This design comes from an exercise in tuning for small area on the open sky130 flow, not from production work. Where RTL was checked, it was by simulation tests only, not by an equivalence proof against the original. No functional check of the RTL was part of runs 2, 4 and 5. Power and IR drop assume default switching activity.

**flow/config.mk**
```make
export PLATFORM = sky130hd
export DESIGN_NAME = uart_top
export DESIGN_NICKNAME = uart_top
export VERILOG_FILES = /design/flow/design.v
export SDC_FILE = /design/flow/constraint.sdc
export NUM_CORES = 4
export LEC_CHECK = 0
export CAP_MARGIN = 20
export CORE_MARGIN = 2
export CORE_UTILIZATION = 40
export SLEW_MARGIN = 20
```
**flow/constraint.sdc**
```tcl
create_clock -name core_clock -period 10.0 [get_ports {clk}]
set_input_delay 2.0000 -clock core_clock [delete_from_list [all_inputs] [get_ports {clk}]]
set_output_delay 2.0000 -clock core_clock [all_outputs]
set_load 0.01 [all_outputs]
```
**flow/design.v**
```verilog
`timescale 1ns / 1ps
module mod_m_counter (clk, reset, max_tick, q);
	parameter N = 8, 
		  M = 163;	 
	input clk, reset;
	output [N-1:0] q;
	output max_tick;
	reg [N-1:0] q;
	always @(posedge clk)
		begin
			if(!reset)
				q <= {N{1'b0}};
			else if(q == (M-1))
				q <= {N{1'b0}};
			else
				q <= q + 1;
		end
	assign max_tick = (q == (M-1))? 1'b1 : 1'b0; 
endmodule
`timescale 1ns / 1ps
module fifo_buf(clk, reset, wr_en, rd_en, w_data, r_data, full, empty, not_empty, head);
	parameter W = 8;
	parameter D = 8;
	input clk, reset;
	input wr_en, rd_en;
	input [W-1:0] w_data;
	output reg [W-1:0] r_data;
	output full, empty, not_empty;
	output [W-1:0] head;		 
	reg [W-1:0] mem [D-1:0];
	reg [$clog2(D):0] rd_ptr, wr_ptr; 		 
	integer i;
	always @(posedge clk, negedge reset)
		begin
			if(!reset)
				begin
					r_data <= 0;
				end
			else if(rd_en && (!empty)) 
				begin
					r_data <= mem[rd_ptr[$clog2(D)-1:0]];
				end
		end
	always @(posedge clk, negedge reset)
		begin
			if(!reset)
				begin
					for(i=0; i<8; i=i+1)
						mem[i] <= 0;
				end
			else if(wr_en && (!full)) 
				begin
					mem[wr_ptr[$clog2(D)-1:0]] <= w_data;
				end
		end
	always @(posedge clk, negedge reset)
		begin
			if(!reset)
				begin
					rd_ptr <= 0;
					wr_ptr <= 0;
				end
			else
				begin
					if(rd_en && (!empty))
						rd_ptr <= rd_ptr + 1;
					if(wr_en && (!full))
						wr_ptr <= wr_ptr + 1;
				end
		end
	assign full  = ((wr_ptr[$clog2(D)] != rd_ptr[$clog2(D)]) &&(wr_ptr[$clog2(D)-1:0] == rd_ptr[$clog2(D)-1:0]))? 1'b1 : 1'b0;
	assign empty = (wr_ptr == rd_ptr)? 1'b1 : 1'b0;
	assign not_empty = ~empty;
	assign head = mem[rd_ptr[$clog2(D)-1:0]];
endmodule
`timescale 1ns / 1ps
module uart_rx(clk, reset, rx, s_tick, rx_done_tick, dout);
	parameter DBIT = 8,
			  SB_TICK = 16;
	input clk, reset;
	input rx, s_tick;
	output reg rx_done_tick;
	output [7:0] dout;
	parameter [1:0] IDLE  = 2'b00,
					START = 2'b01,
					DATA  = 2'b10,
					STOP  = 2'b11;	
	reg [1:0] cur_state, next_state;
	reg [7:0] b_reg, b_next;
	reg [2:0] n_reg, n_next;
	reg [3:0] s_reg, s_next;
	always @(posedge clk, negedge reset)
		begin
			if(!reset)
				begin
					cur_state <= IDLE;
					b_reg	<= 0;
					n_reg	<= 0;
					s_reg 	<= 0;
				end
			else
				begin
					cur_state <= next_state;
					b_reg <= b_next;
					n_reg <= n_next;
					s_reg <= s_next;
				end
		end
	always @(*)
		begin
			next_state = cur_state;
			rx_done_tick = 1'b0;
			s_next = s_reg;
			n_next = n_reg;
			b_next = b_reg;
			case(cur_state)
				IDLE	: begin 
							if(rx == 1'b0)
								begin
									next_state = START;
									s_next = 0;
								end
						  end
				START	: begin
							if(s_tick) 
								if(s_reg == 7)
									begin
										next_state = DATA;
										s_next = 0;
										n_next = 0;
									end
								else
									s_next = s_reg + 1;
						 end
				DATA	: begin
							if(s_tick)
								if(s_reg == 15)
									begin
										s_next = 0;
										b_next = {rx, b_reg[7:1]};
										if(n_reg == (DBIT-1))
											next_state = STOP;
										else
											n_next = n_reg + 1;
									end
								else
									s_next = s_reg + 1;
						 end
				STOP	: begin
							if(s_tick)
								if(s_reg == (SB_TICK-1))
									begin
										next_state = IDLE;
										rx_done_tick = 1'b1;
									end
								else
									s_next = s_reg + 1;
						  end
			endcase
		end
	assign dout = b_reg;
endmodule
`timescale 1ns / 1ps
module uart_tx(clk, reset, tx_start, s_tick, din, tx_done_tick, tx);
	parameter DBIT = 8,			 
				 SB_TICK = 16;		 
	input clk, reset;
	input tx_start, s_tick;
	input [7:0] din;
	output tx;
	output reg tx_done_tick;
	parameter [1:0] IDLE  = 2'b00,
					START = 2'b01,
					DATA  = 2'b10,
					STOP  = 2'b11;
	reg [1:0] cur_state, next_state;
	reg [7:0] b_reg, b_next;
	reg [2:0] n_reg, n_next;
	reg [3:0] s_reg, s_next;
	reg tx_reg, tx_next;
	always @(posedge clk, negedge reset)
		begin
			if(!reset)
				begin
					cur_state <= IDLE;
					b_reg	<= 0;
					n_reg	<= 0;
					s_reg 	<= 0;
					tx_reg  <= 1'b1;
				end
			else
				begin
					cur_state <= next_state;
					b_reg <= b_next;
					n_reg <= n_next;
					s_reg <= s_next;
					tx_reg <= tx_next;
				end
		end
	always @(*)
		begin
			next_state = cur_state;
			tx_done_tick = 1'b0;
			s_next = s_reg;
			n_next = n_reg;
			b_next = b_reg;
			tx_next = tx_reg;
			case(cur_state)
				IDLE	: begin 
							if(tx_start)
								begin
									next_state = START;
									s_next = 0;
									b_next = din;
								end
						  end
				START	: begin
							tx_next = 1'b0; 
							if(s_tick)
								if(s_reg == 15)
									begin
										next_state = DATA;
										s_next = 0;
										n_next = 0;
									end
							else
								s_next = s_reg + 1;
						 end
				DATA	: begin
							tx_next = b_reg[0];
							if(s_tick)
								if(s_reg == 15)
									begin
										s_next = 0;
										b_next = b_reg >> 1;
										if(n_reg == (DBIT-1))
											next_state = STOP;
										else
											n_next = n_reg + 1;
									end
								else
									s_next = s_reg + 1;
						 end
				STOP	: begin
							tx_next = 1'b1; 
							if(s_tick)
								if(s_reg == (SB_TICK-1))
									begin
										next_state = IDLE;
										tx_done_tick = 1'b1;
									end
								else
									s_next = s_reg + 1;
						  end
			endcase
		end	
	assign tx = tx_reg;
endmodule
`timescale 1ns / 1ps
module uart_rcvr(clk, reset, s_tick, rx, rd_uart, r_data, rx_empty, rx_full);
	parameter W = 8;
	input clk, reset;
	input s_tick, rd_uart;
	input rx;
	output [W-1:0] r_data;
	output rx_empty, rx_full;
	wire [W-1:0]rx_dout;
	wire rx_done_tick;
	uart_rx UART_RX (	.clk(clk), 
						.reset(reset), 
						.rx(rx), 
						.s_tick(s_tick), 
						.rx_done_tick(rx_done_tick), 
						.dout(rx_dout)
					);
	fifo_buf FIFO_RX (	.clk(clk), 
						.reset(reset), 
						.wr_en(rx_done_tick), 
						.rd_en(rd_uart), 
						.w_data(rx_dout), 
						.r_data(r_data), 
						.full(rx_full), 
						.empty(rx_empty),
						.not_empty(),
						.head()
					 );
endmodule
`timescale 1ns / 1ps
module uart_txmt(clk, reset, s_tick, w_data, wr_uart, tx, tx_full);
	parameter W = 8;
	input clk, reset;
	input s_tick, wr_uart;
	input [W-1:0] w_data;
	output tx, tx_full;
	wire [W-1:0]tx_din;
	wire tx_done_tick, tx_empty;
	wire tx_fifo_not_empty;  
	fifo_buf FIFO_TX ( .clk(clk), 
						.reset(reset), 
						.wr_en(wr_uart), 
						.rd_en(tx_done_tick), 
						.w_data(w_data), 
						.r_data(), 
						.full(tx_full), 
						.empty(),
						.not_empty(tx_fifo_not_empty),
						.head(tx_din)
					);
	uart_tx UART_TX ( 	.clk(clk), 
						.reset(reset), 
						.tx_start(tx_fifo_not_empty), 
						.s_tick(s_tick), 
						.din(tx_din), 
						.tx_done_tick(tx_done_tick), 
						.tx(tx)
					);
endmodule
`timescale 1ns / 1ps
module uart_top(clk, reset, rd_uart, wr_uart, rx, tx, w_data, r_data, tx_fifo_full, rx_fifo_empty, rx_fifo_full);
	parameter W = 8;
	input clk, reset;
	input rd_uart, wr_uart, rx;
	input [W-1:0] w_data;
	output [W-1:0] r_data;
	output tx_fifo_full, rx_fifo_empty, rx_fifo_full, tx;
	wire tick;
	mod_m_counter BAUD_GEN	(	.clk(clk), 
					.reset(reset), 
					.max_tick(tick), 
					.q()
				);
	uart_rcvr UART_RCVR	(	.clk(clk), 
					.reset(reset), 
					.s_tick(tick), 
					.rx(rx), 
					.rd_uart(rd_uart), 
					.r_data(r_data), 
					.rx_empty(rx_fifo_empty), 
					.rx_full(rx_fifo_full)
				);
	uart_txmt UART_TXMT	(	.clk(clk), 
					.reset(reset), 
					.s_tick(tick), 
					.w_data(w_data), 
					.wr_uart(wr_uart), 
					.tx(tx), 
					.tx_full(tx_fifo_full)
				);
endmodule
```
**flow/run.sh**
```bash
#!/bin/bash
# synth_recipe.tcl (not shown) runs the flow's synth.tcl, then flattens the netlist and writes it again
# the make line also repeats each setting of config.mk as NAME=value (left out here)
make -C /OpenROAD-flow-scripts/flow DESIGN_CONFIG=/design/flow/config.mk WORK_HOME=/design/flow/orfs CLKGATE_MAP_FILE= SYNTH_SCRIPT=/design/flow/synth_recipe.tcl finish
```
==> flow_summary.ini, run 1 <==
[route]
antenna_left = 0
wl_per_cell_um = 18.6
first_pass_iters = 7
viasPerCell = 5.45
drt-total-wl_mm = 20.2
drc = 0
first_iter_violations = 371
vias = 5923

[timing]
fin_ws_ns = 5.21
final.period_utilization = 0.479
worst_pin_slew_ns = 1.01
rsz0062_at_grt = false
final.setup.tns_ns = 0
drv_slew = 0
max_freq_mhz = 209
min_period_ns = 4.79
relSlewSlack = 0.326
hold_viol = 0
skew_ns = 0.0120
setup-violations-final = 0

[floorplan]
core-area_um2 = 23300
die_area_um2 = 24700
die_h_um = 157
rows = 56
start_util = 0.403
die_w_um = 157
ios = 25

[logic_synthesis]
ys_warn_count = 5
yosys.area.top_type_share = 0.497
synthFlopType = dfrtp_1
ys_ff_latch = 195
synth.most_common_cell = dfrtp_1
synth_cell_types = 56
ys_async_sr_fraction = 0.959
yosys.area.top_type = dfrtp_1
yosys-top-cells-count = 186 x dfrtp_1, 152 x mux2_2, 43 x ha_1
synthCells = 746
ys_top_cells_by_area = dfrtp_1 50%, mux2_2 18%, ha_1 5.7%
netlist_area_um2 = 9370
synth_nets = 802
synth_edf_count = 0
avgSynthCellArea_um2 = 12.6
ys_seq_area_frac = 0.516

[global_routing]
grt_pass1_wl_mm = 33.3
grt_overflow_total = 0
grt_pass1_vias = 6195
grt_use_total = 0.172
antenna_found_initial = 0
grt_max_degree = 118

[hold_path]
min_to = BAUD_GEN.q[0]$_SDFF_PP0_
min-delay-start = BAUD_GEN.q[0]$_SDFF_PP0_
worstHoldPathCells = 1
min_path_type = reg -> reg

[setup_path]
crit_required_ns = 8.00
start_kind = flop
r2r_setup_slack_ns = 6.67
cp.arrival_ns = 2.79
endpoint_kind = primary output
setup.worst_path.class = reg -> out
reg2regPathDepth = 6
reg2reg_to = UART_RCVR.FIFO_RX.r_data[7]$_DFFE_PN0P_
worstReg2RegStart = UART_RCVR.FIFO_RX.rd_ptr[2]$_DFFE_PN0P_
path_max_fanout = 18

[final_layout]
num-fill-cells = 2110
nets = 811
layout-drive-gt1-share = 0.262
multi_input_area_um2 = 4300
area_growth_pct = 11.8
regArea_um2 = 4840
largest_registers = UART_RCVR.FIFO_RX.mem: 64 flops, UART_TXMT.FIFO_TX.mem: 64 flops
diodes = 0
finalNonFillerCells = 1087

[pwr]
p_switching_mw = 0.779
seqPwrFrac = 0.451
p_sw_frac = 0.323
ir_drop_mv = 0.104
power_leakage_nw = 4.77
power_density_nw_per_um2 = 230
p_int_mw = 1.63
p_comb_frac = 0.267
p_clk_frac = 0.281

[placement]
place.port_buffers = 24
pre_cts_ws_ns = 5.65
dp_cells = 1055
dp_hpwl_mm = 13.5
gp_congestion = 0.790

[status]
status = timing/DRC/antenna clean

[clock_tree]
cts_buffer_depth = 2
cts_num_sinks = 195
cts_inserted_buffers = 17
cts_resized = 0
cts-htree-levels = 4
clk-insertion-delay-late_ns = 0.43
root_buffer = clkbuf_16
cts_tree = yes
postCtsHoldBufs = 0
post_cts_buffers = 0
clk_pin_slew_worst_paths_ns = 0.08

[run]
drv_cap = 0
## final cells by class
cell class	instances	area share
flip-flops and latches	195	0.462
clock buffers	18	0.0419
inverters	23	0.00824
repair buffers	25	0.0240
clock inverters	14	0.0154
well taps	319	0.0381
multi-input cells	493	0.410
## per-stage QoR
step | power (mW) | instance area, um^2 | hold slack [ns] | util
6_report | 2.41 | 10500 | 0.461 | 0.451
5_1_grt | 2.56 | 10500 | 0.509 | 0.451
4_1_cts | 2.43 | 10500 | 0.463 | 0.451
3_5_place_dp | 1.75 | 9880 | 0.445 | 0.425
3_3_place_gp | 1.71 | 9880 | 0.438 | 0.425
2_1_floorplan | 1.56 | 9370 | 0.426 | -
## kinds of logic after synthesis
group | count (synthesis) | synth area share
AOI/OAI and AO/OA | 118 | 0.0933
xor gates and xnor gates | 22 | 0.0206
adders and majority gates | 43 | 0.0574
buffers and inverters | 58 | 0.0246
DFF | 195 | 0.516
muxes | 173 | 0.207
and+or+nand+nor | 137 | 0.0808
## power by group through the flow
| stage | combinational, mW | clock (mW) | sequential [mW] |
|---|---|---|---|
| final | 0.645 | 0.679 | 1.09 |
| after floorplan | 0.504 | 0 | 1.06 |
| after global placement | 0.615 | 0 | 1.09 |
| after CTS | 0.649 | 0.694 | 1.09 |
| after global routing | 0.714 | 0.730 | 1.12 |
| after detailed placement | 0.645 | 0 | 1.11 |
## routing by layer
| layer | GRT usage | part of all wire | vias up | wire (um) |
|---|---|---|---|---|
| met5 | 0 | 0 | - | 0 |
| met4 | 0.0528 | 0.015 | 0 | 312 |
| met3 | 0.0289 | 0.043 | 20 | 867 |
| met2 | 0.281 | 0.48 | 112 | 9710 |
| met1 | 0.235 | 0.46 | 3070 | 9280 |
| li1 | - | - | 2721 | - |
## worst max path at each step
| stage | end | start | slack, ns |
|---|---|---|---|
| 6_report | rx_fifo_full | UART_RCVR.FIFO_RX.rd_ptr[2]$_DFFE_PN0P_ | 5.21 |
| 5_1_grt | rx_fifo_full | UART_RCVR.FIFO_RX.rd_ptr[2]$_DFFE_PN0P_ | 5.09 |
| 4_1_cts | rx_fifo_full | UART_RCVR.FIFO_RX.rd_ptr[2]$_DFFE_PN0P_ | 5.15 |
| 3_5_place_dp | rx_fifo_full | UART_RCVR.FIFO_RX.rd_ptr[2]$_DFFE_PN0P_ | 5.65 |
| 3_3_place_gp | rx_fifo_full | UART_RCVR.FIFO_RX.rd_ptr[2]$_DFFE_PN0P_ | 5.72 |
| 2_1_floorplan | rx_fifo_full | UART_RCVR.FIFO_RX.rd_ptr[2]$_DFFE_PN0P_ | 6.56 |
## worst max-delay path, cell delays in order (launching register included)
cell,delay [ns]
dfrtp_1,0.87
xor2_1,0.19
nor4_1,0.64
clkdlybuf4s50_1,0.66
## cells in the final DEF, fill, tap and decap left out, types with 3 or more instances in the layout
cell type and instances:
xor2_1 11, a22oi_1 12, nand3_1 10, a22o_1 8, mux2_1 14, o31ai_1 11, a21oi_1 15, a221oi_1 3
a21o_1 5, ha_1 43, nor2_1 25, a31oi_1 11, dfrtp_1 186, dfxtp_1 8, clkdlybuf4s50_1 23, nand3_2 4
o21ai_0 24, nand2b_1 8, nand2_1 38, mux2_2 152, o2111a_1 3, nor2b_1 10, nand4_1 3, a221o_1 4
and2_1 6, mux2i_1 7, xnor2_1 11, nor4_1 4, clkinv_8 5, inv_1 23, inv_6 5, a222oi_1 14
or2_2 3, and3_1 10, clkbuf_16 17
==> run 2: changes to the inputs <==
==> flow/design.v (replaced) <==
`timescale 1ns / 1ps
module uart_top(clk, reset, rd_uart, wr_uart, rx, tx, w_data, r_data, tx_fifo_full, rx_fifo_empty, rx_fifo_full);
	input clk, reset;
	input rd_uart, wr_uart, rx;
	input [7:0] w_data;
	output reg [7:0] r_data;
	output tx_fifo_full, rx_fifo_empty, rx_fifo_full;
	output reg tx;
	integer i;
	reg [7:0] q;
	wire tick = (q == 8'h6e);
	always @(posedge clk)
		if (!reset || tick)
			q <= 8'd0;
		else
			q <= {q[6:0], ~(q[7] ^ q[5] ^ q[4] ^ q[3])};
	reg [7:0] rc;
	reg [7:0] rb;				 
	wire rx_idle = (rc == 8'd0);
	wire rx_done = tick & (rc == 8'd255);
	always @(posedge clk, negedge reset)
		if (!reset)
			rc <= 8'd0;
		else if (rx_idle) begin
			if (!rx)
				rc <= 8'd104;
		end else if (tick)
			rc <= rc + 8'd1;
	always @(posedge clk)
		if (tick && rc[3:0] == 4'hf)
			rb <= {rx, rb[7:1]};
	reg [7:0] rm [0:7];			 
	reg [3:0] rcnt;				 
	assign rx_fifo_full  = rcnt[3];
	assign rx_fifo_empty = (rcnt == 4'd0);
	wire r_push = rx_done & ~rcnt[3];
	wire r_pop  = rd_uart & ~rx_fifo_empty;
	always @(posedge clk)
		if (r_push) begin
			rm[0] <= rb;
			for (i = 1; i < 8; i = i + 1)
				rm[i] <= rm[i-1];
		end
	wire [7:0] r_head = rm[rcnt[2:0] - 3'd1];
	always @(posedge clk, negedge reset)
		if (!reset) begin
			rcnt <= 4'd0;
			r_data <= 8'd0;
		end else begin
			if (r_pop)
				r_data <= r_head;
			if (r_push & ~r_pop)
				rcnt <= rcnt + 4'd1;
			else if (r_pop & ~r_push)
				rcnt <= rcnt - 4'd1;
		end
	reg [7:0] tm [0:7];			 
	reg [3:0] tcnt;
	assign tx_fifo_full = tcnt[3];
	wire t_push = wr_uart & ~tcnt[3];
	always @(posedge clk)
		if (t_push) begin
			tm[0] <= w_data;
			for (i = 1; i < 8; i = i + 1)
				tm[i] <= tm[i-1];
		end
	reg [7:0] tc;
	wire tx_idle = (tc == 8'd0);
	wire tx_done = tick & (tc == 8'd255);
	always @(posedge clk, negedge reset)
		if (!reset)
			tc <= 8'd0;
		else if (tx_idle) begin
			if (tcnt != 4'd0)
				tc <= 8'd96;
		end else if (tick)
			tc <= tc + 8'd1;
	always @(posedge clk, negedge reset)
		if (!reset)
			tcnt <= 4'd0;
		else if (t_push & ~tx_done)
			tcnt <= tcnt + 4'd1;
		else if (tx_done & ~t_push)
			tcnt <= tcnt - 4'd1;
	wire [7:0] t_head = tm[tcnt[2:0] - 3'd1];
	wire t_bit = t_head[tc[6:4] + 3'd1];
	wire t_start = (tc[7:4] == 4'd6);
	wire t_data  = (tc[7:4] != 4'd6) && (tc[7:4] != 4'd15) && !tx_idle;
	always @(posedge clk, negedge reset)
		if (!reset)
			tx <= 1'b1;
		else
			tx <= t_start ? 1'b0 : (t_data ? t_bit : 1'b1);
endmodule
--- a/flow/config.mk
+++ b/flow/config.mk
@@ -8,4 +8,7 @@
 export CAP_MARGIN = 20
 export CORE_MARGIN = 2
 export CORE_UTILIZATION = 40
+export CTS_BUF_LIST = sky130_fd_sc_hd__clkbuf_8
+export CTS_CLUSTER_DIAMETER = 200
+export CTS_CLUSTER_SIZE = 60
 export SLEW_MARGIN = 20
==> flow_summary.ini, run 2 <==
[status]
status = timing/DRC/antenna clean

[logic_synthesis]
yosys.area.top_type_share = 0.566
synth_cell_types = 59
netlist_area_um2 = 7220
ys_top_cells_by_area = edfxtp_1 57%, dfrtp_1 11%, mux4_2 5.0%
avgSynthCellArea_um2 = 15.8
yosys-top-cells-count = 136 x edfxtp_1, 33 x nand2_1, 32 x dfrtp_1
ys_seq_area_frac = 0.703
ys_async_sr_fraction = 0.186
synthFlopType = edfxtp_1
synth_edf_count = 136
ys_ff_latch = 177
yosys.area.top_type = edfxtp_1
ys_warn_count = 3
synth.most_common_cell = edfxtp_1
synth_nets = 484
synthCells = 456

[setup_path]
endpoint_kind = primary output
crit_family = flip-flops
crit_chain = or2_2 -> nor3_1 -> clkdlybuf4s50_1
worstReg2RegStart = q[7]$_SDFF_PP0_
reg2reg_to = rcnt[3]$_DFFE_PN0P_
setup.worst_path.class = reg -> out
crit_required_ns = 8.00
slowest_delay_ns = 0.77
start_kind = flop
cp.arrival_ns = 2.51
path_max_fanout = 24
reg2regPathDepth = 13
cpMaxStageDelayCell = dfrtp_1
r2r_setup_slack_ns = 6.32
crit_buf_inv = 1

[pwr]
ir_drop_mv = 0.236
finalPower_mw = 1.93
power_leakage_nw = 2.80
power_density_nw_per_um2 = 240

[clock_tree]
cts_inserted_buffers = 17
cts_tree = yes
cts_resized = 0
cts_num_sinks = 177
post_cts_buffers = 0
clk-insertion-delay-late_ns = 0.46
cts_buffer_depth = 2
cts-htree-levels = 4
postCtsHoldBufs = 0
clk_pin_slew_worst_paths_ns = 0.09
root_buffer = clkbuf_8

[final_layout]
num-fill-cells = 1522
area_growth_pct = 11.8
multi_input_area_um2 = 2020
diodes = 0
layout_commonest_cell = edfxtp_1
final_core_util = 0.452
regArea_um2 = 5070
largest_registers = rm: 64 flops, tm: 64 flops
layout-drive-gt1-share = 0.136
final_cell_mix = 136 x edfxtp_1, 33 x nand2_1, 32 x dfrtp_1
nets = 515

[floorplan]
ios = 25
die_area_um2 = 19100
start_util = 0.404
core-area_um2 = 17800
die_h_um = 138
die_w_um = 138
rows = 49

[placement]
place.port_buffers = 24
gp_congestion = 0.799
dp_hpwl_mm = 7.34

[timing]
final.setup.tns_ns = 0
max_freq_mhz = 222
relSlewSlack = 0.311
hold_viol = 0
drv_slew = 0
worst_pin_slew_ns = 1.03
skew_ns = 0.0172
final.period_utilization = 0.451
rsz0062_at_grt = false
setup-violations-final = 0
min_period_ns = 4.51

[route]
first_iter_violations = 320
viasPerCell = 5.27
first_pass_iters = 4
vias = 3842
antenna_left = 0
drt-total-wl_mm = 11.9
drc = 0
wl_per_cell_um = 16.3

[global_routing]
antenna_found_initial = 0
grt_pass1_wl_mm = 19.7
grt_overflow_total = 0
grt_max_degree = 66
grt_use_total = 0.129
grt_pass1_vias = 3824

[hold_path]
worstHoldPathCells = 0
min_to = rm[0][0]$_DFFE_PP_
min-delay-start = rb[0]$_DFFE_PP_
min_path_type = reg -> reg

[run]
drv_cap = 0
[run 2: changes by cell type after synthesis, sizes merged, moves of 7 or more]
cell	change
mux2i	+10
inv	-10
ha	-30
a31oi	-10
nor2	-12
clkbuf	-19
mux4	+16
dfrtp	-154
edfxtp	+136
nand2	-7
a222oi	-14
o31ai	-10
a22oi	-10
mux2	-158
[run 2: kinds of logic (layout without fill, tap and decap cells)]
kind of cell             count (synthesis)  count (layout)  synth area share
multiplexers                            41              41            0.0860
flip-flops                             177             177             0.703
AO/OA/AOI/OAI                           74              74            0.0662
AND/OR/NAND/NOR                        103             103            0.0784
XOR/XNOR                                16              16            0.0194
buffers and inverters                   30              74            0.0191
adder cells (fa/ha/maj)                 15              15            0.0281
[run 2: worst max path at each step]
stage                             start             endpoint  depth (start not counted)
floorplan               q[0]$_SDFF_PP0_  rcnt[3]$_DFFE_PN0P_                         12
global placement                wr_uart  tcnt[3]$_DFFE_PN0P_                         11
detailed placement              wr_uart  tcnt[3]$_DFFE_PN0P_                         11
CTS                 rcnt[2]$_DFFE_PN0P_        rx_fifo_empty                          3
global route        rcnt[2]$_DFFE_PN0P_        rx_fifo_empty                          3
finish              rcnt[2]$_DFFE_PN0P_        rx_fifo_empty                          3
[run 2: routing by layer]
metal,vias up,wire [um],global-route usage
li1,1812,-,-
met1,1955,5810,0.182
met2,61,5480,0.192
met3,14,434,0.0391
met4,0,129,0.0419
met5,-,0,0
[run 2: area by class of cell]
class	count	area share
sequential	177	0.629
multi-input combinational	249	0.251
tap	229	0.0355
timing repair buffer	29	0.0338
clock buffer	17	0.0290
clock inverter	15	0.0163
inverter	13	0.00605
[run 2: where the power goes]
group          switching (mW)  internal, mW
clock network           0.261         0.199
logic                   0.206         0.244
registers               0.122         0.900
[run 2: through the flow]
stage / area (um^2) / setup slack (ns) / std cells / hold WS [ns]
final: 8070 / 5.49 / 729 / 0.427
after global routing: 8070 / 5.28 / 729 / 0.448
after CTS: 8070 / 5.42 / 729 / 0.428
after detailed placement: 7700 / 5.25 / 697 / 0.405
after global placement: 7700 / 5.36 / 697 / 0.409
after floorplan: 7220 / 0.221 / 456 / 0.400
==> run 3: changes to the inputs <==
--- a/flow/design.v
+++ b/flow/design.v
@@ -8,12 +8,12 @@
 	output reg tx;
 	integer i;
 	reg [7:0] q;
-	wire tick = (q == 8'h6e);
+	wire tick = (q == 8'd162);
 	always @(posedge clk)
 		if (!reset || tick)
 			q <= 8'd0;
 		else
-			q <= {q[6:0], ~(q[7] ^ q[5] ^ q[4] ^ q[3])};
+			q <= q + 8'd1;
 	reg [7:0] rc;
 	reg [7:0] rb;				 
 	wire rx_idle = (rc == 8'd0);
--- a/flow/config.mk
+++ b/flow/config.mk
@@ -8,7 +8,4 @@
 export CAP_MARGIN = 20
 export CORE_MARGIN = 2
 export CORE_UTILIZATION = 40
-export CTS_BUF_LIST = sky130_fd_sc_hd__clkbuf_8
-export CTS_CLUSTER_DIAMETER = 200
-export CTS_CLUSTER_SIZE = 60
 export SLEW_MARGIN = 20
==> flow_summary.ini, run 3 <==
[status]
status = timing/DRC/antenna clean

[timing]
max_freq_mhz = 250
rsz0062_at_grt = false
relSlewSlack = 0.340
skew_ns = 0.0115
worst_pin_slew_ns = 0.989
hold_viol = 0
setup-violations-final = 0
drv_slew = 0
min_period_ns = 4.01
final.setup.tns_ns = 0
final.period_utilization = 0.401

[final_layout]
final_cell_mix = 136 x edfxtp_1, 32 x dfrtp_1, 29 x nand2_1
largest_registers = rm: 64 flops, tm: 64 flops
layout-drive-gt1-share = 0.145
layout_commonest_cell = edfxtp_1
diodes = 0
finalInstanceArea_um2 = 8420
nets = 529
area_growth_pct = 14.0
final_core_util = 0.467

[setup_path]
endpoint_kind = primary output
start_kind = flop
worstReg2RegStart = q[0]$_SDFF_PP0_
reg2regPathDepth = 15
path_max_fanout = 21
reg2reg_to = rcnt[3]$_DFFE_PN0P_
crit_required_ns = 8.00
r2r_setup_slack_ns = 6.29
cp.arrival_ns = 2.01
setup.worst_path.class = reg -> out

[placement]
dp_hpwl_mm = 7.89
place.port_buffers = 24
gp_congestion = 0.803
place_area_um2 = 7850

[floorplan]
die_w_um = 140
die_h_um = 140
start_util = 0.410
core-area_um2 = 18000
rows = 49
die_area_um2 = 19600
ios = 25

[logic_synthesis]
synth_edf_count = 136
synthFlopType = edfxtp_1
synth_nets = 496
ys_async_sr_fraction = 0.186
synthCells = 466
yosys.area.top_type_share = 0.553
synth-simple-area-share = 0.0806
synth-xor-area-share = 0.0273
synth.most_common_cell = edfxtp_1
netlist_area_um2 = 7390
synth_top_family_by_area = multiplexers
synth_mux_area_frac = 0.0915
ys_ff_latch = 177
synth-compound-area-share = 0.0583
ys_warn_count = 3
synth_cell_types = 61
ys_seq_area_frac = 0.686
avgSynthCellArea_um2 = 15.9
yosys-top-cells-count = 136 x edfxtp_1, 32 x dfrtp_1, 29 x nand2_1
ys_top_cells_by_area = edfxtp_1 55%, dfrtp_1 11%, mux4_2 4.9%
synthAdderAreaFrac = 0.0308
yosys.area.top_type = edfxtp_1

[route]
top_layer = met4
wl_per_cell_um = 16.9
first_iter_violations = 434
vias = 3897
drc = 0
antenna_left = 0
viasPerCell = 5.26
drt-total-wl_mm = 12.6
first_pass_iters = 4
met2_length_mm = 5.72
drt-met1-wl_mm = 6.21
wl_met3_um = 456

[pwr]
p_comb_frac = 0.243
ir_drop_mv = 0.118
seqPwrFrac = 0.456
power_density_nw_per_um2 = 254
p_int_mw = 1.52
p_sw_frac = 0.288
p_clk_frac = 0.301
power_leakage_nw = 2.98
p_switching_mw = 0.615

[hold_path]
min-delay-start = rm[2][7]$_DFFE_PP_
worstHoldPathCells = 0
min_path_type = reg -> reg
min_to = rm[3][7]$_DFFE_PP_

[clock_tree]
cts_tree = yes
postCtsHoldBufs = 0
clk_pin_slew_worst_paths_ns = 0.07
root_buffer = clkbuf_16
cts-htree-levels = 4
cts_resized = 0
cts_inserted_buffers = 17
cts_num_sinks = 177
clk-insertion-delay-late_ns = 0.43
post_cts_buffers = 0
cts_buffer_depth = 2

[global_routing]
grt_pass1_vias = 4018
grt_pass1_wl_mm = 21.0
antenna_found_initial = 0
grt_use_total = 0.136
grt_overflow_total = 0
grt_max_degree = 66

[run]
drv_cap = 0
## run 3: cell types whose count changed in the layout (fill, tap and decap cells not counted), sizes merged, moves of 3 or more
cell    change
a21boi      -3
a21oi       -4
and3        -6
mux4        +3
nand2       -4
nand3       +7
nor2        +8
xor2        +6
## run 3: logic make-up (layout without fill, tap and decap cells)
logic type / count (synthesis) / count (layout)
flip-flops: 177 / 177
AND/OR/NAND/NOR: 113 / 113
AO/OA/AOI/OAI: 61 / 61
multiplexers: 41 / 41
buffers and inverters: 34 / 80
XOR/XNOR: 23 / 23
adder cells (fa/ha/maj): 17 / 17
## run 3: final cells by class
type	instances	area (um^2)
Timing Repair Buffer	31	288
Clock inverter	14	140
Fill cell	1569	9600
Multi-Input combinational cell	255	2140
Clock buffer	18	429
Inverter	17	63.8
Sequential cell	177	5070
Tap cell	229	287
## run 3: how the worst max path moves through the flow
stage	slack, ns	from	endpoint	cells past startpoint
5_1_grt	5.89	q[0]$_SDFF_PP0_	rcnt[3]$_DFFE_PN0P_	15
6_report	5.99	rcnt[1]$_DFFE_PN0P_	rx_fifo_empty	3
4_1_cts	5.95	rcnt[1]$_DFFE_PN0P_	rx_fifo_empty	3
3_3_place_gp	5.73	rd_uart	rcnt[3]$_DFFE_PN0P_	10
3_5_place_dp	5.68	rd_uart	rcnt[3]$_DFFE_PN0P_	10
2_1_floorplan	0.12	q[0]$_SDFF_PP0_	rcnt[3]$_DFFE_PN0P_	14
## run 3: stage by stage
step	worst slack, ns	hold slack (ns)	total power [mW]	std cells
after detailed placement	5.68	0.420	1.52	709
after CTS	5.95	0.440	2.16	741
after floorplan	0.122	0.400	1.38	466
after global routing	5.89	0.443	2.25	741
final	5.99	0.438	2.14	741
after global placement	5.73	0.410	1.50	709
## run 3: routing by layer
layer / up-vias / track usage
li1: 1842 / -
met2: 67 / 0.201
met3: 12 / 0.0349
met5: - / 0
met1: 1976 / 0.194
met4: 0 / 0.0516
## run 3: worst max-delay path: stages, from the launching register on
cell,delay [ns]
dfrtp_1,0.36
buf_4,0.23
nor4_1,0.37
clkdlybuf4s50_1,0.61
## run 3: power groups by stage
stage	registers, mW	logic, mW	clock network [mW]
global route	0.988	0.577	0.688
detailed placement	0.991	0.527	0
floorplan	0.973	0.403	0
global placement	0.986	0.514	0
CTS	0.976	0.528	0.657
finish	0.976	0.519	0.644
==> run 4: changes to the inputs <==
--- a/flow/design.v
+++ b/flow/design.v
@@ -8,12 +8,12 @@
 	output reg tx;
 	integer i;
 	reg [7:0] q;
-	wire tick = (q == 8'd162);
+	wire tick = (q == 8'h6e);
 	always @(posedge clk)
 		if (!reset || tick)
 			q <= 8'd0;
 		else
-			q <= q + 8'd1;
+			q <= {q[6:0], ~(q[7] ^ q[5] ^ q[4] ^ q[3])};
 	reg [7:0] rc;
 	reg [7:0] rb;				 
 	wire rx_idle = (rc == 8'd0);
==> flow/flow/run.sh (new file) <==
#!/bin/bash
# Standard ORFS layout with smaller port buffers, no CTS dummy loads and
# power (area) recovery after global routing. Full make output: flow_make.log
set -euo pipefail
bash standard.sh \
  "BUFFER_PORTS_ARGS=-buffer_cell sky130_fd_sc_hd__buf_1" \
  "CTS_ARGS=-sink_clustering_enable -repair_clock_nets -dont_use_dummy_load -buf_list sky130_fd_sc_hd__clkbuf_8" \
  RECOVER_POWER=100 \
  finish > flow_make.log 2>&1
==> flow/standard.sh (new file) <==
#!/bin/bash
# synth_recipe.tcl (not shown) runs the flow's synth.tcl, then flattens the netlist and writes it again
# the make line also repeats each setting of config.mk as NAME=value (left out here)
make -C /OpenROAD-flow-scripts/flow DESIGN_CONFIG=/design/flow/config.mk WORK_HOME=/design/flow/orfs CLKGATE_MAP_FILE= SYNTH_SCRIPT=/design/flow/synth_recipe.tcl "${@:-finish}"
removed: flow/run.sh
==> flow_summary.ini, run 4 <==
[setup_path]
start_kind = primary input
crit_required_ns = 10.32
cp.arrival_ns = 6.13
setup.worst_path.class = in -> reg
path_max_fanout = 65
endpoint_kind = flop

[clock_tree]
postCtsHoldBufs = 0
clk_pin_slew_worst_paths_ns = 0.10
cts_resized = 0
post_cts_buffers = 0
cts_tree = yes
cts_inserted_buffers = 17
root_buffer = clkbuf_8
cts_buffer_depth = 2
cts_num_sinks = 177
cts-htree-levels = 4
clk-insertion-delay-late_ns = 0.46

[logic_synthesis]
synthCells = 456
synth_nets = 484
ys_top_cells_by_area = edfxtp_1 57%, dfrtp_1 11%, mux4_2 5.0%
synth_cell_types = 59
avgSynthCellArea_um2 = 15.8
yosys.area.top_type = edfxtp_1
ys_async_sr_fraction = 0.186
netlist_area_um2 = 7220
synth.most_common_cell = edfxtp_1
ys_ff_latch = 177
yosys.area.top_type_share = 0.566
ys_seq_area_frac = 0.703
yosys-top-cells-count = 136 x edfxtp_1, 33 x nand2_1, 32 x dfrtp_1
synthFlopType = edfxtp_1
synth_edf_count = 136
ys_warn_count = 3

[placement]
gp_congestion = 0.774
place_area_um2 = 7560
dp_hpwl_mm = 7.41
place.port_buffers = 24

[timing]
relSlewSlack = -1.24
final.setup.tns_ns = 0
rsz0062_at_grt = false
setup-violations-final = 0
worst_pin_slew_ns = 3.36
final.period_utilization = 0.580
skew_ns = 0.0319
max_freq_mhz = 172
drv_slew = 174
min_period_ns = 5.80
hold_slack_ns = 0.410
hold_viol = 0

[hold_path]
min_path_type = reg -> reg

[final_layout]
layout-drive-gt1-share = 0.0967
largest_registers = rm: 64 flops, tm: 64 flops
final_core_util = 0.434
num-fill-cells = 1548
layout_commonest_cell = edfxtp_1
area_growth_pct = 7.32
regArea_um2 = 5070
diodes = 0
nets = 516
multi_input_area_um2 = 1980
finalInstanceArea_um2 = 7740
final_cell_mix = 136 x edfxtp_1, 33 x nand2_1, 32 x dfrtp_1

[global_routing]
grt_max_degree = 66
antenna_found_initial = 0
grt_overflow_total = 0
grt_use_total = 0.132
grt_pass1_wl_mm = 20.1
grt_pass1_vias = 3888

[status]
so_faults = capacitance limit, slew limit
status = failed layout checks

[floorplan]
rows = 49
ios = 25
core-area_um2 = 17800
start_util = 0.404
die_w_um = 138
die_area_um2 = 19100
die_h_um = 138

[route]
wl_per_cell_um = 16.6
drt-total-wl_mm = 11.9
drc = 0
antenna_left = 0
first_iter_violations = 294
vias = 3805
first_pass_iters = 4
viasPerCell = 5.32

[pwr]
ir_drop_mv = 0.175
power_density_nw_per_um2 = 234
power_leakage_nw = 2.66

[run]
drv_cap = 3
-- run 4: changes by cell type after synthesis, moves of 4 or more --
cell,change
a21oi_1,+4
and3_1,+6
xor2_1,-6
nand2_1,+4
nand3_1,-7
nor2_1,-8
inv_1,-4
-- run 4: layout make-up --
type / instances / area share
flip-flops and latches: 177 / 0.655
multi-input cells: 249 / 0.256
well taps: 229 / 0.0370
clock buffers: 17 / 0.0302
repair buffers: 30 / 0.0157
inverters: 13 / 0.00630
-- run 4: cells by family (layout without fill, tap and decap cells) --
| family | count (synthesis) | in the layout | share of synthesized area |
|---|---|---|---|
| flops | 177 | 177 | 0.703 |
| compound gates | 74 | 74 | 0.0662 |
| fa+ha+maj | 15 | 15 | 0.0281 |
| xor+xnor | 16 | 16 | 0.0194 |
| mux | 41 | 41 | 0.0860 |
| buf+inv | 30 | 60 | 0.0191 |
| simple gates | 103 | 103 | 0.0784 |
-- run 4: per-layer routing --
metal  vias to the layer above  track usage  wire (um)
li1                       1796            -          -
met1                      1919        0.181       5580
met2                        76        0.203       5710
met3                        14       0.0357        423
met4                         0       0.0494        143
met5                         -            0          0
-- run 4: worst max-delay path: stages --
cell and delay (ns):
buf_1 0.06, nor2b_1 0.11, clkbuf_1 2.37, ha_1 0.51, inv_1 0.11, ha_1 0.28
a21o_1 0.15, a21oi_1 0.19, xnor2_1 0.14, nor2_1 0.06, xor2_1 0.14
-- run 4: where the power goes --
part / total, mW / leakage [nW] / switching (mW) / internal, mW
sequential: 1.02 / 1.71 / 0.110 / 0.906
clock: 0.365 / 0.122 / 0.215 / 0.150
combinational: 0.429 / 0.825 / 0.216 / 0.213
total: 1.81 / 2.66 / 0.541 / 1.27
-- run 4: final timing paths --
path	slack [ns]	startpoint	to	cells past startpoint
max	4.20	wr_uart	tcnt[3]$_DFFE_PN0P_	11
min	0.41	rb[0]$_DFFE_PP_	rm[0][0]$_DFFE_PP_	0
max reg2reg	4.38	q[0]$_SDFF_PP0_	rcnt[3]$_DFFE_PN0P_	13
min reg2reg	0.41	rb[0]$_DFFE_PP_	rm[0][0]$_DFFE_PP_	0
max in group asynchronous	6.47	reset	tc[6]$_DFFE_PN0P_	2
min in group asynchronous	2.25	reset	r_data[0]$_DFFE_PN0P_	2
-- run 4: through the flow --
step | power (mW) | instances | setup WS (ns)
after floorplan | 1.35 | 456 | 0.221
after global placement | 1.45 | 698 | 5.74
after detailed placement | 1.47 | 698 | 5.63
after CTS | 1.84 | 715 | 5.82
after global routing | 1.93 | 715 | 3.78
final | 1.81 | 715 | 4.20
==> run 5: changes to the inputs <==
==> flow/flow/run.sh (replaced) <==
#!/bin/bash
# Standard ORFS layout with smaller port buffers, no CTS dummy loads and
# power (area) recovery after global routing. Full make output: flow_make.log
set -euo pipefail
bash standard.sh \
  "BUFFER_PORTS_ARGS=-buffer_cell sky130_fd_sc_hd__buf_1" \
  "CTS_ARGS=-sink_clustering_enable -repair_clock_nets -dont_use_dummy_load -buf_list sky130_fd_sc_hd__clkbuf_16 -sink_clustering_size 40 -sink_clustering_max_diameter 150" \
  RECOVER_POWER=100 \
  finish > flow_make.log 2>&1
==> flow_summary.ini, run 5 <==
[final_layout]
layout_commonest_cell = edfxtp_1
layout-drive-gt1-share = 0.0967
finalNonFillerCells = 715
area_growth_pct = 9.97
largest_registers = rm: 64 flops, tm: 64 flops
diodes = 0
final_cell_mix = 136 x edfxtp_1, 33 x nand2_1, 32 x dfrtp_1
nets = 516

[global_routing]
grt_pass1_vias = 3895
grt_overflow_total = 0
grt_pass1_wl_mm = 20.0
grt_max_degree = 66
antenna_found_initial = 0
grt_use_total = 0.131

[logic_synthesis]
synth_edf_count = 136
synth_nets = 484
yosys.area.top_type = edfxtp_1
ys_seq_area_frac = 0.703
synthCells = 456
ys_ff_latch = 177
synthFlopType = edfxtp_1
synth_cell_types = 59
ys_warn_count = 3
synth.most_common_cell = edfxtp_1
yosys-top-cells-count = 136 x edfxtp_1, 33 x nand2_1, 32 x dfrtp_1
ys_top_cells_by_area = edfxtp_1 57%, dfrtp_1 11%, mux4_2 5.0%
netlist_area_um2 = 7220
ys_async_sr_fraction = 0.186
yosys.area.top_type_share = 0.566
avgSynthCellArea_um2 = 15.8

[timing]
skew_ns = 0.0224
rsz0062_at_grt = false
final.setup.tns_ns = 0
min_period_ns = 5.87
worst_pin_slew_ns = 3.36
hold_viol = 0
max_freq_mhz = 170
final.period_utilization = 0.587
setup-violations-final = 0
relSlewSlack = -1.24
drv_slew = 174

[pwr]
seqPwrFrac = 0.517
p_comb_frac = 0.218
p_clk_frac = 0.266
finalPower_mw = 1.97
p_sw_frac = 0.282
ir_drop_mv = 0.174
power_density_nw_per_um2 = 248
p_switching_mw = 0.555
power_leakage_nw = 2.75
p_int_mw = 1.42

[floorplan]
core-area_um2 = 17800
start_util = 0.404
die_w_um = 138
ios = 25
die_h_um = 138
rows = 49
die_area_um2 = 19100

[setup_path]
crit_buf_inv = 3
crit_chain = buf_1 -> nor2b_1 -> clkbuf_1 -> ha_1 -> inv_1 -> ha_1 -> a21o_1 -> a21oi_1 -> xnor2_1 -> nor2_1 -> xor2_1
reg2regPathDepth = 13
crit_required_ns = 10.29
slowest_delay_ns = 2.35
start_kind = primary input
crit_top_cell = ha_1
path_depth = 11
cp.arrival_ns = 6.16
path_max_fanout = 65
setup.worst_path.class = in -> reg
endpoint_kind = flop
crit_family = buffers and inverters
cpMaxStageDelayCell = clkbuf_1

[clock_tree]
cts-htree-levels = 4
root_buffer = clkbuf_16
clk-insertion-delay-late_ns = 0.42
cts_inserted_buffers = 17
postCtsHoldBufs = 0
clk_pin_slew_worst_paths_ns = 0.07
cts_num_sinks = 177
cts_buffer_depth = 2
cts_resized = 0
cts_tree = yes
post_cts_buffers = 0

[route]
first_pass_iters = 5
wl_per_cell_um = 16.4
vias = 3765
drc = 0
viasPerCell = 5.27
first_iter_violations = 238
drt-total-wl_mm = 11.7
antenna_left = 0

[hold_path]
min_path_type = reg -> reg
worstHoldPathCells = 0

[status]
so_faults = capacitance limit, slew limit
status = failed layout checks

[placement]
place.port_buffers = 24
dp_cells = 698
gp_congestion = 0.774
dp_hpwl_mm = 7.41

[run]
drv_cap = 3
## run 5: cell counts after synthesis
Identical to the previous run, type by type.
## run 5: area by class of cell
type / count / area, um^2
timing repair buffer: 30 / 121
sequential: 177 / 5070
fill: 1537 / 9910
tap: 229 / 287
clock buffer: 17 / 425
multi-input combinational: 249 / 1980
inverter: 13 / 48.8
## run 5: final timing paths
| path | from | endpoint | slack, ns |
|---|---|---|---|
| hold / removal | rb[0]$_DFFE_PP_ | rm[0][0]$_DFFE_PP_ | 0.42 |
| max in group asynchronous | reset | tc[4]$_DFFE_PN0P_ | 6.42 |
| min in group asynchronous | reset | r_data[7]$_DFFE_PN0P_ | 2.31 |
| setup reg to reg | q[0]$_SDFF_PP0_ | rcnt[3]$_DFFE_PN0P_ | 4.42 |
| setup / recovery | wr_uart | tcnt[3]$_DFFE_PN0P_ | 4.13 |
| hold reg to reg | rb[0]$_DFFE_PP_ | rm[0][0]$_DFFE_PP_ | 0.42 |
## run 5: metrics by stage
stage	util	setup slack (ns)	instance area [um^2]	hold WS, ns
floorplan	-	0.221	7220	0.400
global route	0.445	3.75	7940	0.445
detailed placement	0.424	5.63	7560	0.415
CTS	0.448	5.88	7990	0.421
global placement	0.424	5.74	7560	0.409
finish	0.445	4.13	7940	0.419
## run 5: cell families after synthesis
logic type,after synthesis,synth area share
xor+xnor,16,0.0194
mux,41,0.0860
fa+ha+maj,15,0.0281
flops,177,0.703
buf+inv,30,0.0191
compound gates,74,0.0662
simple gates,103,0.0784
## run 5: metal layers
metal  up-vias  GRT usage  wire [um]
met4         0     0.0365        104
met5         -          0          0
met3         9     0.0388        413
met1      1892      0.180       5590
met2        66      0.203       5610
li1       1798          -          -
## run 5: power by group through the flow
stage / clock [mW] / combinational [mW] / sequential (mW)
final: 0.524 / 0.429 / 1.02
after global routing: 0.572 / 0.484 / 1.04
after floorplan: 0 / 0.380 / 0.973
after detailed placement: 0 / 0.439 / 1.03
after global placement: 0 / 0.427 / 1.03
after CTS: 0.545 / 0.440 / 1.02
==> run 6: changes to the inputs <==
--- a/flow/design.v
+++ b/flow/design.v
@@ -16,16 +16,21 @@
 			q <= {q[6:0], ~(q[7] ^ q[5] ^ q[4] ^ q[3])};
 	reg [7:0] rc;
 	reg [7:0] rb;				 
-	wire rx_idle = (rc == 8'd0);
+	wire rx_idle = ~rc[7] & ~rc[6];
 	wire rx_done = tick & (rc == 8'd255);
 	always @(posedge clk, negedge reset)
 		if (!reset)
-			rc <= 8'd0;
+			rc[7:6] <= 2'd0;
 		else if (rx_idle) begin
 			if (!rx)
-				rc <= 8'd104;
+				rc[7:6] <= 2'b01;
 		end else if (tick)
-			rc <= rc + 8'd1;
+			rc[7:6] <= rc[7:6] + {1'b0, &rc[5:0]};
+	always @(posedge clk)
+		if (rx_idle)
+			rc[5:0] <= 6'd40;
+		else if (tick)
+			rc[5:0] <= rc[5:0] + 6'd1;
 	always @(posedge clk)
 		if (tick && rc[3:0] == 4'hf)
 			rb <= {rx, rb[7:1]};
@@ -41,7 +46,14 @@
 			for (i = 1; i < 8; i = i + 1)
 				rm[i] <= rm[i-1];
 		end
-	wire [7:0] r_head = rm[rcnt[2:0] - 3'd1];
+	wire [2:0] rr = rcnt[2:0];
+	wire [7:0] r_head;
+	genvar gr;
+	generate for (gr = 0; gr < 8; gr = gr + 1) begin : rdbit
+		wire lo = rr[1] ? (rr[0] ? rm[2][gr] : rm[1][gr]) : (rr[0] ? rm[0][gr] : rm[7][gr]);
+		wire hi = rr[1] ? (rr[0] ? rm[6][gr] : rm[5][gr]) : (rr[0] ? rm[4][gr] : rm[3][gr]);
+		assign r_head[gr] = rr[2] ? hi : lo;
+	end endgenerate
 	always @(posedge clk, negedge reset)
 		if (!reset) begin
 			rcnt <= 4'd0;
@@ -65,16 +77,21 @@
 				tm[i] <= tm[i-1];
 		end
 	reg [7:0] tc;
-	wire tx_idle = (tc == 8'd0);
+	wire tx_idle = ~tc[7] & ~tc[6];
 	wire tx_done = tick & (tc == 8'd255);
 	always @(posedge clk, negedge reset)
 		if (!reset)
-			tc <= 8'd0;
+			tc[7:6] <= 2'd0;
 		else if (tx_idle) begin
 			if (tcnt != 4'd0)
-				tc <= 8'd96;
+				tc[7:6] <= 2'b01;
 		end else if (tick)
-			tc <= tc + 8'd1;
+			tc[7:6] <= tc[7:6] + {1'b0, &tc[5:0]};
+	always @(posedge clk)
+		if (tx_idle)
+			tc[5:0] <= 6'd32;
+		else if (tick)
+			tc[5:0] <= tc[5:0] + 6'd1;
 	always @(posedge clk, negedge reset)
 		if (!reset)
 			tcnt <= 4'd0;
@@ -82,8 +99,21 @@
 			tcnt <= tcnt + 4'd1;
 		else if (tx_done & ~t_push)
 			tcnt <= tcnt - 4'd1;
-	wire [7:0] t_head = tm[tcnt[2:0] - 3'd1];
-	wire t_bit = t_head[tc[6:4] + 3'd1];
+	function m4(input [3:0] d, input [1:0] s);
+		m4 = s[1] ? (s[0] ? d[3] : d[2]) : (s[0] ? d[1] : d[0]);
+	endfunction
+	wire [2:0] bs = tc[6:4];	 
+	wire [2:0] rs = tcnt[2:0];	 
+	wire [7:0] rb8;			 
+	genvar g;
+	generate for (g = 0; g < 8; g = g + 1) begin : rowbit
+		wire lo = m4({tm[g][4], tm[g][3], tm[g][2], tm[g][1]}, bs[1:0]);
+		wire hi = m4({tm[g][0], tm[g][7], tm[g][6], tm[g][5]}, bs[1:0]);
+		assign rb8[g] = bs[2] ? hi : lo;
+	end endgenerate
+	wire t_lo = m4({rb8[2], rb8[1], rb8[0], rb8[7]}, rs[1:0]);
+	wire t_hi = m4({rb8[6], rb8[5], rb8[4], rb8[3]}, rs[1:0]);
+	wire t_bit = rs[2] ? t_hi : t_lo;
 	wire t_start = (tc[7:4] == 4'd6);
 	wire t_data  = (tc[7:4] != 4'd6) && (tc[7:4] != 4'd15) && !tx_idle;
 	always @(posedge clk, negedge reset)
==> flow/flow/run.sh (replaced) <==
#!/bin/bash
# Standard ORFS layout with smaller port buffers, no CTS dummy loads and
# area recovery after global routing (followed by a slew/cap repair).
# Full make output: flow_make.log
set -euo pipefail
bash standard.sh \
  "BUFFER_PORTS_ARGS=-buffer_cell sky130_fd_sc_hd__buf_1" \
  "CTS_ARGS=-sink_clustering_enable -repair_clock_nets -dont_use_dummy_load -buf_list sky130_fd_sc_hd__clkbuf_8" \
  RECOVER_POWER=100 \
  "POST_GLOBAL_ROUTE_TCL=$PWD/flow/post_grt.tcl" \
  finish > flow_make.log 2>&1
==> flow/flow/post_grt.tcl (new file) <==
# after power recovery: repair slew/cap again and refresh the route guides
global_route -start_incremental
repair_design_helper
detailed_placement
global_route -end_incremental
estimate_parasitics -global_routing
write_guides $::env(RESULTS_DIR)/route.guide
==> flow_summary.ini, run 6 <==
[status]
status = timing/DRC/antenna clean

[pwr]
p_switching_mw = 0.472
power_density_nw_per_um2 = 227
ir_drop_mv = 0.101
p_int_mw = 1.24
p_comb_frac = 0.207
seqPwrFrac = 0.585
p_sw_frac = 0.275
power_leakage_nw = 2.59
p_clk_frac = 0.208
finalPower_mw = 1.72

[timing]
setup-violations-final = 0
final.period_utilization = 0.390
relSlewSlack = 0.326
hold_viol = 0
skew_ns = 0.0361
hold_slack_ns = 0.412
max_freq_mhz = 256
final.setup.tns_ns = 0
min_period_ns = 3.90
drv_slew = 0
worst_pin_slew_ns = 1.01

[logic_synthesis]
yosys-top-cells-count = 136 x edfxtp_1, 22 x mux4_2, 22 x nand2_1
synth.most_common_cell = edfxtp_1
synth_edf_count = 136
ys_warn_count = 3
yosys.area.top_type = edfxtp_1
ys_top_cells_by_area = edfxtp_1 59%, dfrtp_1 7.2%, mux4_2 7.1%
synthCells = 382
ys_async_sr_fraction = 0.119
ys_ff_latch = 177
synth_nets = 407
netlist_area_um2 = 6980
ys_seq_area_frac = 0.718
avgSynthCellArea_um2 = 18.3
yosys.area.top_type_share = 0.585
synth_cell_types = 40
synthFlopType = edfxtp_1

[clock_tree]
cts_resized = 0
post_cts_buffers = 0
postCtsHoldBufs = 0
clk-insertion-delay-late_ns = 0.45
cts_inserted_buffers = 17
cts_buffer_depth = 2
root_buffer = clkbuf_8
cts_tree = yes
cts-htree-levels = 4
clk_pin_slew_worst_paths_ns = 0.10
cts_num_sinks = 177

[route]
wl_per_cell_um = 16.9
viasPerCell = 5.24
first_iter_violations = 221
first_pass_iters = 6
vias = 3351
antenna_left = 0
drt-total-wl_mm = 10.8
drc = 0

[floorplan]
ios = 25
die_h_um = 136
start_util = 0.406
die_area_um2 = 18500
rows = 48
core-area_um2 = 17200
die_w_um = 136

[hold_path]
min_path_type = reg -> reg
min_to = rm[0][0]$_DFFE_PP_
min-delay-start = rb[0]$_DFFE_PP_
worstHoldPathCells = 0

[setup_path]
crit_required_ns = 8.00
setup.worst_path.class = reg -> out
path_depth = 2
reg2reg_to = rcnt[3]$_DFFE_PN0P_
slowest_delay_ns = 0.73
crit_buf_inv = 1
cpMaxStageDelayCell = dfrtp_1
r2r_setup_slack_ns = 6.79
path_max_fanout = 20
cp.arrival_ns = 1.90
crit_chain = nor4_1 -> buf_1
setup.worst_path.start = rcnt[1]$_DFFE_PN0P_
endpoint_kind = primary output
start_kind = flop
reg2regPathDepth = 10
worstReg2RegStart = rcnt[1]$_DFFE_PN0P_
crit_family = flip-flops

[global_routing]
antenna_found_initial = 0
grt_overflow_total = 0
grt_pass1_wl_mm = 17.8
grt_use_total = 0.126
grt_pass1_vias = 3455
grt_max_degree = 66

[final_layout]
largest_registers = rm: 64 flops, tm: 64 flops
nets = 442
final_cell_mix = 136 x edfxtp_1, 24 x buf_1, 22 x nand2_1, 22 x mux4_2
final_core_util = 0.440
diodes = 0
layout_commonest_cell = edfxtp_1
layout-drive-gt1-share = 0.120
area_growth_pct = 8.43

[placement]
gp_congestion = 0.722
place.port_buffers = 24
dp_hpwl_mm = 6.76

[run]
drv_cap = 0
## run 6: cell count changes after synthesis, sizes merged, moves of 7 or more
cell and change:
xor2 +7, o21ai -9, nand2 -11, mux4 +16, dfrtp -12, a21oi -8
inv -9, dfxtp +12, nand3 -7
## run 6: area by class of cell
type | instances | area [um^2]
Fill cell | 1528 | 9610
Inverter | 4 | 15.0
Multi-Input combinational cell | 187 | 1850
Sequential cell | 177 | 5010
Clock buffer | 17 | 234
Timing Repair Buffer | 30 | 173
Tap cell | 225 | 282
## run 6: per-layer routing
layer,vias to the layer above,GRT usage,share of wire
met3,15,0.0354,0.029
met1,1730,0.159,0.45
met2,48,0.206,0.50
met4,0,0.0538,0.018
met5,-,0,0
li1,1558,-,-
## run 6: cells by family after synthesis
family,Yosys count,synth area share
buf+inv,18,0.0165
flops,177,0.718
compound gates,31,0.0253
simple gates,71,0.0520
mux,52,0.138
xor+xnor,21,0.0264
fa+ha+maj,12,0.0237
## run 6: metrics by stage
step	setup slack [ns]	area, um^2	instances
6_report	6.10	7560	640
4_1_cts	6.07	7520	638
3_5_place_dp	5.63	7290	621
3_3_place_gp	5.71	7290	621
2_1_floorplan	2.73	6980	382
## run 6: worst register-to-register path: cells and delay by family, from the launching register on
kind	cells	cell delay, ns
AO/OA/AOI/OAI	2	0.31
XOR/XNOR	2	0.28
adder cells (fa/ha/maj)	2	0.57
buffers and inverters	1	0.09
flip-flops	1	0.73
AND/OR/NAND/NOR	3	1.12
## run 6: worst max-delay path by stage
stage	slack [ns]	to
2_1_floorplan	2.73	rcnt[3]$_DFFE_PN0P_
3_3_place_gp	5.71	tcnt[3]$_DFFE_PN0P_
3_5_place_dp	5.63	tcnt[3]$_DFFE_PN0P_
6_report	6.10	rx_fifo_empty
4_1_cts	6.07	rx_fifo_empty
## run 6: power groups by stage
stage / combinational (mW) / sequential, mW / clock, mW
2_1_floorplan: 0.301 / 0.978 / 0
3_3_place_gp: 0.344 / 1.02 / 0
3_5_place_dp: 0.355 / 1.03 / 0
4_1_cts: 0.356 / 1.01 / 0.372
6_report: 0.355 / 1.00 / 0.357
==> run 7: changes to the inputs <==
==> flow/flow/run.sh (replaced) <==
#!/bin/bash
# Standard ORFS layout with smaller port buffers and no CTS dummy loads.
# Full make output: flow_make.log
set -euo pipefail
bash standard.sh \
  "BUFFER_PORTS_ARGS=-buffer_cell sky130_fd_sc_hd__buf_1" \
  "CTS_ARGS=-sink_clustering_enable -repair_clock_nets -dont_use_dummy_load -buf_list sky130_fd_sc_hd__clkbuf_8" \
  finish > flow_make.log 2>&1
removed: flow/flow/post_grt.tcl
==> flow_summary.ini, run 7 <==
[setup_path]
setup.worst_path.class = reg -> out
path_max_fanout = 20
start_kind = flop
crit_required_ns = 8.00
cp.arrival_ns = 1.91
endpoint_kind = primary output

[clock_tree]
cts_num_sinks = 177
root_buffer = clkbuf_8
postCtsHoldBufs = 0
clk_pin_slew_worst_paths_ns = 0.10
cts_buffer_depth = 2
cts_tree = yes
cts-htree-levels = 4
cts_inserted_buffers = 17
post_cts_buffers = 0
cts_resized = 0
clk-insertion-delay-late_ns = 0.45

[logic_synthesis]
synth_mux_area_frac = 0.138
synthFlopType = edfxtp_1
yosys.area.top_type_share = 0.585
netlist_area_um2 = 6980
yosys.area.top_type = edfxtp_1
synthAdderAreaFrac = 0.0237
yosys-top-cells-count = 136 x edfxtp_1, 22 x mux4_2, 22 x nand2_1
synth-simple-area-share = 0.0520
synth_cell_types = 40
ys_seq_area_frac = 0.718
avgSynthCellArea_um2 = 18.3
synth_top_family_by_area = multiplexers
synth-xor-area-share = 0.0264
synthCells = 382
synth-compound-area-share = 0.0253
synth_edf_count = 136
ys_warn_count = 3
synth.most_common_cell = edfxtp_1
synth_nets = 407
ys_top_cells_by_area = edfxtp_1 59%, dfrtp_1 7.2%, mux4_2 7.1%
ys_ff_latch = 177
ys_async_sr_fraction = 0.119

[pwr]
ir_drop_mv = 0.101
power_leakage_nw = 2.58
power_density_nw_per_um2 = 228

[global_routing]
grt_use_total = 0.126
grt_pass1_vias = 3455
grt_pass1_wl_mm = 17.8
grt_overflow_total = 0
grt_max_degree = 66
antenna_found_initial = 0

[timing]
skew_ns = 0.0352
setup-violations-final = 0
hold_viol = 0
drv_slew = 0
min_period_ns = 3.91
hold_slack_ns = 0.411
rsz0062_at_grt = false
worst_pin_slew_ns = 1.00
final.period_utilization = 0.391
max_freq_mhz = 256
relSlewSlack = 0.333
final.setup.tns_ns = 0

[floorplan]
start_util = 0.406
die_w_um = 136
die_area_um2 = 18500
die_h_um = 136
core-area_um2 = 17200
rows = 48
ios = 25

[route]
drc = 0
first_iter_violations = 210
antenna_left = 0
first_pass_iters = 6
wl_per_cell_um = 16.9
vias = 3345
drt-total-wl_mm = 10.8
viasPerCell = 5.24

[final_layout]
layout_commonest_cell = edfxtp_1
layout-drive-gt1-share = 0.121
diodes = 0
final_cell_mix = 136 x edfxtp_1, 24 x buf_1, 22 x nand2_1, 22 x mux4_2
area_growth_pct = 7.86
largest_registers = rm: 64 flops, tm: 64 flops
nets = 440

[placement]
gp_congestion = 0.722
dp_hpwl_mm = 6.76
place.port_buffers = 24

[status]
status = timing/DRC/antenna clean

[hold_path]
min_path_type = reg -> reg

[run]
drv_cap = 0
run 7: cell count changes in the layout (fill, tap and decap cells not counted):
cell	delta
and2_0	-2
and2_1	+2
nor3_2	+1
nor2b_4	+1
nor2b_1	-1
buf_4	+3
nor3_1	-1
buf_16	-2
clkbuf_2	-1
clkbuf_4	-2
run 7: final cells by class:
cell class                 count  area [um^2]
clock buffer                  17          234
fill                        1531         9650
inverter                       4         15.0
multi-input combinational    187         1860
sequential                   177         5010
tap                          225          282
timing repair buffer          28          120
run 7: cells by family after synthesis:
family                     count (synthesis)
AOI/OAI and AO/OA                         31
xor gates and xnor gates                  21
adders and majority gates                 12
muxes                                     52
DFF                                      177
buffers and inverters                     18
and+or+nand+nor                           71
run 7: worst paths after layout:
| kind | startpoint | cells after the start | slack, ns | endpoint |
|---|---|---|---|---|
| min in group asynchronous | reset | 2 | 1.55 | rcnt[3]$_DFFE_PN0P_ |
| hold / removal | rb[0]$_DFFE_PP_ | 0 | 0.41 | rm[0][0]$_DFFE_PP_ |
| max in group asynchronous | reset | 2 | 8.10 | tx$_DFF_PN1_ |
| hold reg to reg | rb[0]$_DFFE_PP_ | 0 | 0.41 | rm[0][0]$_DFFE_PP_ |
| setup / recovery | rcnt[1]$_DFFE_PN0P_ | 2 | 6.09 | rx_fifo_empty |
| setup reg to reg | rcnt[1]$_DFFE_PN0P_ | 10 | 6.78 | rcnt[3]$_DFFE_PN0P_ |
run 7: per-stage QoR:
stage / util / setup WS, ns / total power, mW / cells / cell area [um^2]
floorplan: - / 2.73 / 1.28 / 382 / 6980
finish: 0.438 / 6.09 / 1.71 / 638 / 7520
detailed placement: 0.424 / 5.63 / 1.38 / 621 / 7290
CTS: 0.438 / 6.07 / 1.74 / 638 / 7520
global route: 0.438 / 5.90 / 1.82 / 638 / 7520
global placement: 0.424 / 5.71 / 1.36 / 621 / 7290
run 7: metal layers:
| metal | up-vias | global-route usage | routed length, um |
|---|---|---|---|
| li1 | 1555 | - | - |
| met1 | 1729 | 0.159 | 4930 |
| met2 | 47 | 0.206 | 5370 |
| met3 | 14 | 0.0354 | 296 |
| met4 | 0 | 0.0538 | 182 |
| met5 | - | 0 | 0 |
run 7: power by group:
part	switching, mW	total [mW]	internal, mW
registers	0.103	1.01	0.905
clock network	0.206	0.357	0.150
logic	0.163	0.349	0.185
total	0.472	1.71	1.24
run 7: critical path, cell delays in order, from the launching register on:
cell	delay, ns
dfrtp_1	0.74
nor4_1	0.52
buf_1	0.20

==> afterwards: timing with drivers on the ports <==
No port has a modelled driver above. Below, the same layouts with a new extraction and two added sets of constraints.
Step 1, drivers: a clkbuf_16 drives clk and a buf_2 each remaining input, both assumed.
Step 2, shift: input delay + t, output delay - t, t = (earliest + latest rising clock arrival at the registers) / 2. This alone moves slack from input paths to output paths.
Three values: no drivers, after step 1, after step 2; two values: the first two.
run | t (ns) | slack for setup (ns) | worst setup path after step 2 | clock arrival spread, ns
run 1 | 0.473 | 5.211 / 5.163 / 5.636 | register to output | 0.017 / 0.017
run 2 | 0.484 | 5.491 / 5.454 / 5.272 | input to register | 0.018 / 0.018
run 3 | 0.463 | 5.994 / 5.952 / 5.714 | input to register | 0.012 / 0.012
run 4 | 0.475 | 4.198 / 4.213 / 3.738 | input to register | 0.039 / 0.039
run 5 | 0.445 | 4.132 / 4.150 / 3.705 | input to register | 0.024 / 0.024
run 6 | 0.464 | 6.098 / 6.061 / 5.822 | input to register | 0.039 / 0.039
run 7 | 0.466 | 6.090 / 6.054 / 5.650 | input to register | 0.038 / 0.038
For run 4, which loses most, drivers alone change the setup slack by +0.015 ns; drivers and shift together by -0.460 ns.
